What follows belongs to an exercise in optimizing a design on an open flow for small area, a short achievable clock period and few clock cycles; a production flow would make more cautious choices. Only simulation tests tie the RTL to the original design; equivalence was not proved. Power is estimated from default activity; no workload was simulated.

==> 04-25: inputs <==
==> flow/design.v <==
`timescale 1ns/100ps
module cpu
    #(parameter n = 32)(
    input  logic           clk, reset,
    output logic           memwrite,
    output logic [(n-1):0] adr, writedata,
    input  logic [(n-1):0] readdata
);
    localparam K = 4;                   
    logic        mstate;                
    logic [31:0] adr_q;                 
    logic [31:0] ir;                    
    logic        irv;                   
    logic [9:0]  pcret;                 
    logic [4:0]  rt_q;                  
    logic [31:0] wd_q;                  
    logic        memwrite_q;
    logic [9:0]  pcf, pcplus, nf;
    assign pcf    = adr_q[11:2];
    assign pcplus = pcf + 10'd1;
    always_comb begin
        if (readdata[31:26] == 6'b000010) nf = readdata[9:0];
        else if (readdata[31:26] == 6'b000100 && readdata[25:21] == readdata[20:16]) nf = pcplus + readdata[9:0];
        else nf = pcplus;
    end
    logic [5:0]  op, funct;
    logic [4:0]  rs, rt, rd;
    logic [31:0] simm;
    assign op    = ir[31:26];
    assign rs    = ir[25:21];
    assign rt    = ir[20:16];
    assign rd    = ir[15:11];
    assign funct = ir[5:0];
    assign simm  = {{16{ir[15]}}, ir[15:0]};
    logic isR, isAddi, isLw, isSw, isBeq;
    assign isR    = irv & (op == 6'b000000);
    assign isAddi = irv & (op == 6'b001000);
    assign isLw   = irv & (op == 6'b100011);
    assign isSw   = irv & (op == 6'b101011);
    assign isBeq  = irv & (op == 6'b000100);
    logic fAdd, fSub, fAnd, fOr, fNor, fSlt, fMult, fDiv, fMflo, fMfhi;
    assign fAdd  = (funct == 6'b100000);
    assign fSub  = (funct == 6'b100010);
    assign fAnd  = (funct == 6'b100100);
    assign fOr   = (funct == 6'b100101);
    assign fNor  = (funct == 6'b100111);
    assign fSlt  = (funct == 6'b101010);
    assign fMult = (funct == 6'b011000);
    assign fDiv  = (funct == 6'b011010);
    assign fMflo = (funct == 6'b010010);
    assign fMfhi = (funct == 6'b010000);
    logic        we;
    logic [4:0]  wa;
    logic [31:0] wd, rd1, rd2;
    regfile rf(clk, we, rs, rt, wa, wd, rd1, rd2);
    logic        md_busy, md_start;
    logic [31:0] hi, lo;
    muldiv #(K) md(clk, reset, md_start, fDiv, rd1, rd2, md_busy, hi, lo);
    function automatic logic [31:0] radd32(input logic [31:0] x, y, input logic ci);
        logic c;
        c = ci;
        for (int i = 0; i < 32; i++) begin
            radd32[i] = x[i] ^ y[i] ^ c;
            c = (x[i] & y[i]) | (c & (x[i] ^ y[i]));
        end
    endfunction
    logic        sub;
    logic [31:0] bop, sum, alures;
    logic        slt;
    assign sub = isR & (fSub | fSlt);
    assign bop = isR ? rd2 : simm;
    assign sum = radd32(rd1, sub ? ~bop : bop, sub);
    assign slt = (rd1[31] ^ rd2[31]) ? rd1[31] : sum[31];
    always_comb begin
        alures = sum;                                
        if (isR & fAnd)  alures = rd1 & rd2;
        if (isR & fOr)   alures = rd1 | rd2;
        if (isR & fNor)  alures = ~(rd1 | rd2);
        if (isR & fSlt)  alures = {31'b0, slt};
        if (isR & fMflo) alures = lo;
        if (isR & fMfhi) alures = hi;
    end
    logic        stall, rwrite, mem, taken;
    assign stall  = isR & (fMflo | fMfhi) & md_busy;
    assign rwrite = (isR & (fAdd | fSub | fAnd | fOr | fNor | fSlt | fMflo | fMfhi) & ~stall) | isAddi;
    assign mem    = isLw | isSw;
    assign taken  = isBeq & (rs != rt) & (rd1 == rd2);
    assign md_start = ~mstate & isR & (fMult | fDiv);
    assign we = mstate ? ~memwrite_q : rwrite;
    assign wa = mstate ? rt_q : (isR ? rd : rt);
    assign wd = mstate ? readdata : alures;
    always_ff @(posedge clk or posedge reset) begin
        if (reset) begin
            mstate     <= 1'b0;
            memwrite_q <= 1'b0;
            adr_q      <= 32'b0;
            irv        <= 1'b0;
        end else if (mstate) begin
            mstate     <= 1'b0;
            memwrite_q <= 1'b0;
            adr_q      <= {20'b0, pcret, 2'b00};
        end else if (taken) begin
            adr_q      <= {20'b0, pcf + simm[9:0], 2'b00};
            irv        <= 1'b0;
        end else if (~stall) begin
            mstate     <= mem;
            memwrite_q <= isSw;
            adr_q      <= mem ? sum : {20'b0, nf, 2'b00};
            irv        <= 1'b1;
        end
    end
    always_ff @(posedge clk) begin
        if (~mstate & ~stall) ir <= readdata;
        pcret <= nf;
        rt_q  <= rt;
        wd_q  <= rd2;
    end
    assign adr       = adr_q;
    assign memwrite  = memwrite_q;
    assign writedata = wd_q;
endmodule
module regfile(
    input  logic        clk,
    input  logic        we3,
    input  logic [4:0]  ra1, ra2, wa3,
    input  logic [31:0] wd3,
    output logic [31:0] rd1, rd2
);
    logic [31:0] rf[31:1];
    always_ff @(posedge clk)
        if (we3 && wa3 != 0) rf[wa3] <= wd3;
    always_comb begin
        rd1 = 32'b0;
        rd2 = 32'b0;
        for (int i = 1; i < 32; i++) begin
            rd1 = rd1 | ({32{ra1 == i[4:0]}} & rf[i]);
            rd2 = rd2 | ({32{ra2 == i[4:0]}} & rf[i]);
        end
    end
endmodule
module muldiv #(parameter K = 4)(
    input  logic        clk, reset,
    input  logic        start, isdiv,
    input  logic [31:0] a, b,
    output logic        busy,
    output logic [31:0] hi, lo
);
    localparam KM = 4, KD = 2;
    function automatic logic [16:0] radd16(input logic [15:0] x, y, input logic ci);
        logic c;
        c = ci;
        for (int i = 0; i < 16; i++) begin
            radd16[i] = x[i] ^ y[i] ^ c;
            c = (x[i] & y[i]) | (c & (x[i] ^ y[i]));
        end
        radd16[16] = c;
    endfunction
    logic [4:0]  cnt;
    logic        div_q;
    logic [31:0] opnd, lreg;
    assign busy = (cnt != 5'd0);
    logic [31:0] hm [0:KM];
    logic [31:0] lm [0:KM];
    assign hm[0] = hi;
    assign lm[0] = lreg;
    for (genvar i = 0; i < KM; i++) begin : mstep
        logic [16:0] s0, s1;
        assign s0 = radd16(hm[i][15:0], lm[i][0] ? opnd[15:0] : 16'b0, 1'b0);
        assign s1 = radd16(hm[i][31:16], lm[i][0] ? opnd[31:16] : 16'b0, s0[16]);
        assign hm[i+1] = {s1, s0[15:1]};
        assign lm[i+1] = {s0[0], lm[i][31:1]};
    end
    logic [31:0] hd [0:KD];
    logic [31:0] ld [0:KD];
    assign hd[0] = hi;
    assign ld[0] = lreg;
    for (genvar i = 0; i < KD; i++) begin : dstep
        logic [31:0] x, d;
        logic [16:0] lo16, up0, up1;
        logic        ge;
        assign x    = {hd[i][30:0], ld[i][0]};
        assign lo16 = radd16(x[15:0], opnd[15:0], 1'b1);
        assign up0  = radd16(x[31:16], opnd[31:16], 1'b0);
        assign up1  = radd16(x[31:16], opnd[31:16], 1'b1);
        assign d    = {lo16[16] ? up1[15:0] : up0[15:0], lo16[15:0]};
        assign ge   = hd[i][31] | (lo16[16] ? up1[16] : up0[16]);
        assign hd[i+1] = ge ? d : x;
        assign ld[i+1] = {ge, ld[i][31:1]};
    end
    logic        big16, big24;
    logic [31:0] arev, h0, l0;
    assign big24 = |b[31:24];
    assign big16 = |b[31:16];
    always_comb begin
        for (int j = 0; j < 32; j++) arev[j] = a[31-j];
        if (big24) begin
            h0 = {8'b0, a[31:8]};
            l0 = {24'b0, arev[31:24]};
        end else if (big16) begin
            h0 = {16'b0, a[31:16]};
            l0 = {16'b0, arev[31:16]};
        end else begin
            h0 = 32'b0;
            l0 = arev;
        end
    end
    always_ff @(posedge clk or posedge reset)
        if (reset)      cnt <= 5'd0;
        else if (start) cnt <= !isdiv ? 5'd8 : big24 ? 5'd4 : big16 ? 5'd8 : 5'd16;
        else if (busy)  cnt <= cnt - 5'd1;
    always_ff @(posedge clk) begin
        if (start) begin
            div_q <= isdiv;
            opnd  <= isdiv ? ~b : a;
            hi    <= isdiv ? h0 : 32'b0;
            lreg  <= isdiv ? l0 : b;
        end else if (busy) begin
            hi   <= div_q ? hd[KD] : hm[KM];
            lreg <= div_q ? ld[KD] : lm[KM];
        end
    end
    always_comb
        for (int j = 0; j < 32; j++) lo[j] = div_q ? lreg[31-j] : lreg[j];
endmodule
==> flow/run.sh <==
#!/bin/bash
# synth_recipe.tcl (not shown) runs the flow's synth.tcl, then flattens the netlist and writes it again
# the make line also repeats each setting of config.mk as NAME=value (left out here)
make -C /OpenROAD-flow-scripts/flow DESIGN_CONFIG=/design/flow/config.mk WORK_HOME=/design/flow/orfs CLKGATE_MAP_FILE= SYNTH_SCRIPT=/design/flow/synth_recipe.tcl finish
==> flow/config.mk <==
export PLATFORM = sky130hd
export DESIGN_NAME = cpu
export DESIGN_NICKNAME = cpu
export VERILOG_FILES = /design/flow/design.v
export SDC_FILE = /design/flow/constraint.sdc
export NUM_CORES = 4
export LEC_CHECK = 0
export CAP_MARGIN = 20
export CORE_MARGIN = 2
export CORE_UTILIZATION = 40
export SLEW_MARGIN = 20
==> flow/constraint.sdc <==
create_clock -name core_clock -period 160.0 [get_ports {clk}]
set_input_delay 32.0000 -clock core_clock [delete_from_list [all_inputs] [get_ports {clk}]]
set_output_delay 32.0000 -clock core_clock [all_outputs]
set_load 0.01 [all_outputs]
==> inputs of 10-23, as changes to 04-25 <==
--- a/flow/design.v
+++ b/flow/design.v
@@ -82,9 +82,9 @@
     end
     logic        stall, rwrite, mem, taken;
-    assign stall  = isR & (fMflo | fMfhi) & md_busy;
+    assign stall  = isR & (fMult | fDiv | fMflo | fMfhi) & md_busy;
     assign rwrite = (isR & (fAdd | fSub | fAnd | fOr | fNor | fSlt | fMflo | fMfhi) & ~stall) | isAddi;
     assign mem    = isLw | isSw;
     assign taken  = isBeq & (rs != rt) & (rd1 == rd2);
-    assign md_start = ~mstate & isR & (fMult | fDiv);
+    assign md_start = ~mstate & isR & (fMult | fDiv) & ~md_busy;
     assign we = mstate ? ~memwrite_q : rwrite;
     assign wa = mstate ? rt_q : (isR ? rd : rt);
@@ -146,76 +146,39 @@
     output logic [31:0] hi, lo
 );
-    localparam KM = 4, KD = 2;
-    function automatic logic [16:0] radd16(input logic [15:0] x, y, input logic ci);
-        logic c;
-        c = ci;
-        for (int i = 0; i < 16; i++) begin
-            radd16[i] = x[i] ^ y[i] ^ c;
-            c = (x[i] & y[i]) | (c & (x[i] ^ y[i]));
-        end
-        radd16[16] = c;
-    endfunction
-    logic [4:0]  cnt;
+    localparam C = 32 / K;
+    logic [5:0]  cnt;
     logic        div_q;
     logic [31:0] opnd, lreg;
-    assign busy = (cnt != 5'd0);
-    logic [31:0] hm [0:KM];
-    logic [31:0] lm [0:KM];
-    assign hm[0] = hi;
-    assign lm[0] = lreg;
-    for (genvar i = 0; i < KM; i++) begin : mstep
-        logic [16:0] s0, s1;
-        assign s0 = radd16(hm[i][15:0], lm[i][0] ? opnd[15:0] : 16'b0, 1'b0);
-        assign s1 = radd16(hm[i][31:16], lm[i][0] ? opnd[31:16] : 16'b0, s0[16]);
-        assign hm[i+1] = {s1, s0[15:1]};
-        assign lm[i+1] = {s0[0], lm[i][31:1]};
+    logic [31:0] h [0:K];
+    logic [31:0] l [0:K];
+    assign busy = (cnt != 6'd0);
+    assign h[0] = hi;
+    assign l[0] = lreg;
+    for (genvar i = 0; i < K; i++) begin : step
+        logic [31:0] x, y, s;
+        logic        c, ge;
+        assign x = div_q ? {h[i][30:0], l[i][0]} : h[i];
+        assign y = (div_q | l[i][0]) ? opnd : 32'b0;
+        assign {c, s} = {1'b0, x} + {1'b0, y} + {32'b0, div_q};
+        assign ge = h[i][31] | c;
+        assign h[i+1] = div_q ? (ge ? s : x) : {c, s[31:1]};
+        assign l[i+1] = {div_q ? ge : s[0], l[i][31:1]};
     end
-    logic [31:0] hd [0:KD];
-    logic [31:0] ld [0:KD];
-    assign hd[0] = hi;
-    assign ld[0] = lreg;
-    for (genvar i = 0; i < KD; i++) begin : dstep
-        logic [31:0] x, d;
-        logic [16:0] lo16, up0, up1;
-        logic        ge;
-        assign x    = {hd[i][30:0], ld[i][0]};
-        assign lo16 = radd16(x[15:0], opnd[15:0], 1'b1);
-        assign up0  = radd16(x[31:16], opnd[31:16], 1'b0);
-        assign up1  = radd16(x[31:16], opnd[31:16], 1'b1);
-        assign d    = {lo16[16] ? up1[15:0] : up0[15:0], lo16[15:0]};
-        assign ge   = hd[i][31] | (lo16[16] ? up1[16] : up0[16]);
-        assign hd[i+1] = ge ? d : x;
-        assign ld[i+1] = {ge, ld[i][31:1]};
-    end
-    logic        big16, big24;
-    logic [31:0] arev, h0, l0;
-    assign big24 = |b[31:24];
-    assign big16 = |b[31:16];
-    always_comb begin
+    logic [31:0] arev;
+    always_comb
         for (int j = 0; j < 32; j++) arev[j] = a[31-j];
-        if (big24) begin
-            h0 = {8'b0, a[31:8]};
-            l0 = {24'b0, arev[31:24]};
-        end else if (big16) begin
-            h0 = {16'b0, a[31:16]};
-            l0 = {16'b0, arev[31:16]};
-        end else begin
-            h0 = 32'b0;
-            l0 = arev;
-        end
-    end
     always_ff @(posedge clk or posedge reset)
-        if (reset)      cnt <= 5'd0;
-        else if (start) cnt <= !isdiv ? 5'd8 : big24 ? 5'd4 : big16 ? 5'd8 : 5'd16;
-        else if (busy)  cnt <= cnt - 5'd1;
+        if (reset)      cnt <= 6'd0;
+        else if (start) cnt <= C[5:0];
+        else if (busy)  cnt <= cnt - 6'd1;
     always_ff @(posedge clk) begin
         if (start) begin
             div_q <= isdiv;
             opnd  <= isdiv ? ~b : a;
-            hi    <= isdiv ? h0 : 32'b0;
-            lreg  <= isdiv ? l0 : b;
+            hi    <= 32'b0;
+            lreg  <= isdiv ? arev : b;
         end else if (busy) begin
-            hi   <= div_q ? hd[KD] : hm[KM];
-            lreg <= div_q ? ld[KD] : lm[KM];
+            hi   <= h[K];
+            lreg <= l[K];
         end
     end
==> inputs of 04-22, as changes to 04-25 <==
--- a/flow/design.v
+++ b/flow/design.v
@@ -10,4 +10,7 @@
     logic        mstate;                
     logic [31:0] adr_q;                 
+    logic [9:0]  adr_pc;                
+    logic [19:0] adr_hi;
+    logic [1:0]  adr_lo;
     logic [31:0] ir;                    
     logic        irv;                   
@@ -19,9 +22,11 @@
     assign pcf    = adr_q[11:2];
     assign pcplus = pcf + 10'd1;
-    always_comb begin
-        if (readdata[31:26] == 6'b000010) nf = readdata[9:0];
-        else if (readdata[31:26] == 6'b000100 && readdata[25:21] == readdata[20:16]) nf = pcplus + readdata[9:0];
-        else nf = pcplus;
-    end
+    logic        fj, fbeq;
+    logic [9:0]  fbt, fnb;
+    assign fj   = (readdata[31:26] == 6'b000010);
+    assign fbeq = (readdata[31:26] == 6'b000100) && (readdata[25:21] == readdata[20:16]);
+    assign fbt  = pcplus + readdata[9:0];
+    assign fnb  = fj ? readdata[9:0] : pcplus;
+    assign nf   = fbeq ? fbt : fnb;
     logic [5:0]  op, funct;
     logic [4:0]  rs, rt, rd;
@@ -90,24 +95,36 @@
     assign wa = mstate ? rt_q : (isR ? rd : rt);
     assign wd = mstate ? readdata : alures;
+    logic [9:0]  adr_e;
+    logic        use_nf;
+    always_comb begin
+        if (mstate)     adr_e = pcret;
+        else if (taken) adr_e = pcf + simm[9:0];
+        else if (stall) adr_e = pcf;
+        else            adr_e = sum[11:2];
+    end
+    assign use_nf = ~mstate & ~taken & ~stall & ~mem;
     always_ff @(posedge clk or posedge reset) begin
         if (reset) begin
             mstate     <= 1'b0;
             memwrite_q <= 1'b0;
-            adr_q      <= 32'b0;
+            adr_pc     <= 10'b0;
             irv        <= 1'b0;
-        end else if (mstate) begin
-            mstate     <= 1'b0;
-            memwrite_q <= 1'b0;
-            adr_q      <= {20'b0, pcret, 2'b00};
-        end else if (taken) begin
-            adr_q      <= {20'b0, pcf + simm[9:0], 2'b00};
-            irv        <= 1'b0;
-        end else if (~stall) begin
-            mstate     <= mem;
-            memwrite_q <= isSw;
-            adr_q      <= mem ? sum : {20'b0, nf, 2'b00};
-            irv        <= 1'b1;
-        end
-    end
+        end else begin
+            adr_pc <= use_nf ? nf : adr_e;
+            if (mstate) begin
+                mstate     <= 1'b0;
+                memwrite_q <= 1'b0;
+            end else if (taken) begin
+                irv        <= 1'b0;
+            end else if (~stall) begin
+                mstate     <= mem;
+                memwrite_q <= isSw;
+                irv        <= 1'b1;
+            end
+        end
+    end
+    always_ff @(posedge clk)
+        {adr_hi, adr_lo} <= {sum[31:12], sum[1:0]};
+    assign adr_q = {adr_hi, adr_pc, adr_lo};
     always_ff @(posedge clk) begin
         if (~mstate & ~stall) ir <= readdata;
@@ -179,5 +196,5 @@
         logic [16:0] lo16, up0, up1;
         logic        ge;
-        assign x    = {hd[i][30:0], ld[i][0]};
+        assign x    = {hd[i][30:0], ld[i][31]};
         assign lo16 = radd16(x[15:0], opnd[15:0], 1'b1);
         assign up0  = radd16(x[31:16], opnd[31:16], 1'b0);
@@ -186,21 +203,20 @@
         assign ge   = hd[i][31] | (lo16[16] ? up1[16] : up0[16]);
         assign hd[i+1] = ge ? d : x;
-        assign ld[i+1] = {ge, ld[i][31:1]};
+        assign ld[i+1] = {ld[i][30:0], ge};
     end
     logic        big16, big24;
-    logic [31:0] arev, h0, l0;
+    logic [31:0] h0, l0;
     assign big24 = |b[31:24];
     assign big16 = |b[31:16];
     always_comb begin
-        for (int j = 0; j < 32; j++) arev[j] = a[31-j];
         if (big24) begin
             h0 = {8'b0, a[31:8]};
-            l0 = {24'b0, arev[31:24]};
+            l0 = {a[7:0], 24'b0};
         end else if (big16) begin
             h0 = {16'b0, a[31:16]};
-            l0 = {16'b0, arev[31:16]};
+            l0 = {a[15:0], 16'b0};
         end else begin
             h0 = 32'b0;
-            l0 = arev;
+            l0 = a;
         end
     end
@@ -220,5 +236,4 @@
         end
     end
-    always_comb
-        for (int j = 0; j < 32; j++) lo[j] = div_q ? lreg[31-j] : lreg[j];
+    assign lo = lreg;
 endmodule
CORE_UTILIZATION = 45   (was 40)
CTS_CLUSTER_DIAMETER = 80   (was unset)
CTS_CLUSTER_SIZE = 25   (was unset)
==> comparison <==
Sequential cell count is the same in 04-25 and 04-22. In 10-23 the wire length is higher than in 04-22, by about 5%. The lowest clock skew belongs to 04-25, the highest to 10-23. Clock power: 04-25 is larger than 04-22 (about 33%). The lowest register-to-register slack belongs to 04-22, the highest to 10-23. Sequential share of layout area: 04-22 > 04-25 > 10-23. Critical path depth: 10-23 > 04-22 > 04-25. Sequential power is about the same in 10-23 and 04-22. Synthesized area, highest first: 10-23, 04-25, 04-22. Cell area: 04-22 < 04-25 < 10-23.
Testbench counts of 04-25, summed over its fixed seeds: cycles 61,107.
Testbench counts of 10-23, summed over its fixed seeds: cycles 65,025.
Testbench counts of 04-22, summed over its fixed seeds: cycles 61,107.

static timing again, ports no longer ideal:
The results above use ideal ports. As a check the final layouts listed here were re-extracted and re-timed, cells and wires unchanged. Step 1 sets driving cells, clkbuf_16 on the clock port and buf_2 on the other inputs (assumed; they add their load-dependent delay and slew). Step 2 times the ports against the registers' clock, not the clock port: input delays grow and output delays shrink by t, the midpoint of the rising clock arrivals with the driver on. Slacks: no drivers / after step 1 / after step 2; pairs: no drivers / after step 1.
run	shift t [ns]	setup WS [ns]	latest minus earliest clock arrival (ns)	worst register clock-pin slew, ns
04-25	0.895	125.381 / 125.431 / 124.536	0.061 / 0.061	0.07 / 0.07
10-23	0.883	125.262 / 125.293 / 124.410	0.074 / 0.075	0.07 / 0.07
04-22	0.798	125.688 / 125.721 / 124.923	0.063 / 0.064	0.11 / 0.11
After both steps every run listed still meets setup and hold. The setup slack of 10-23, which loses most, moves by +0.031 ns with the drivers and by -0.852 ns with both steps.
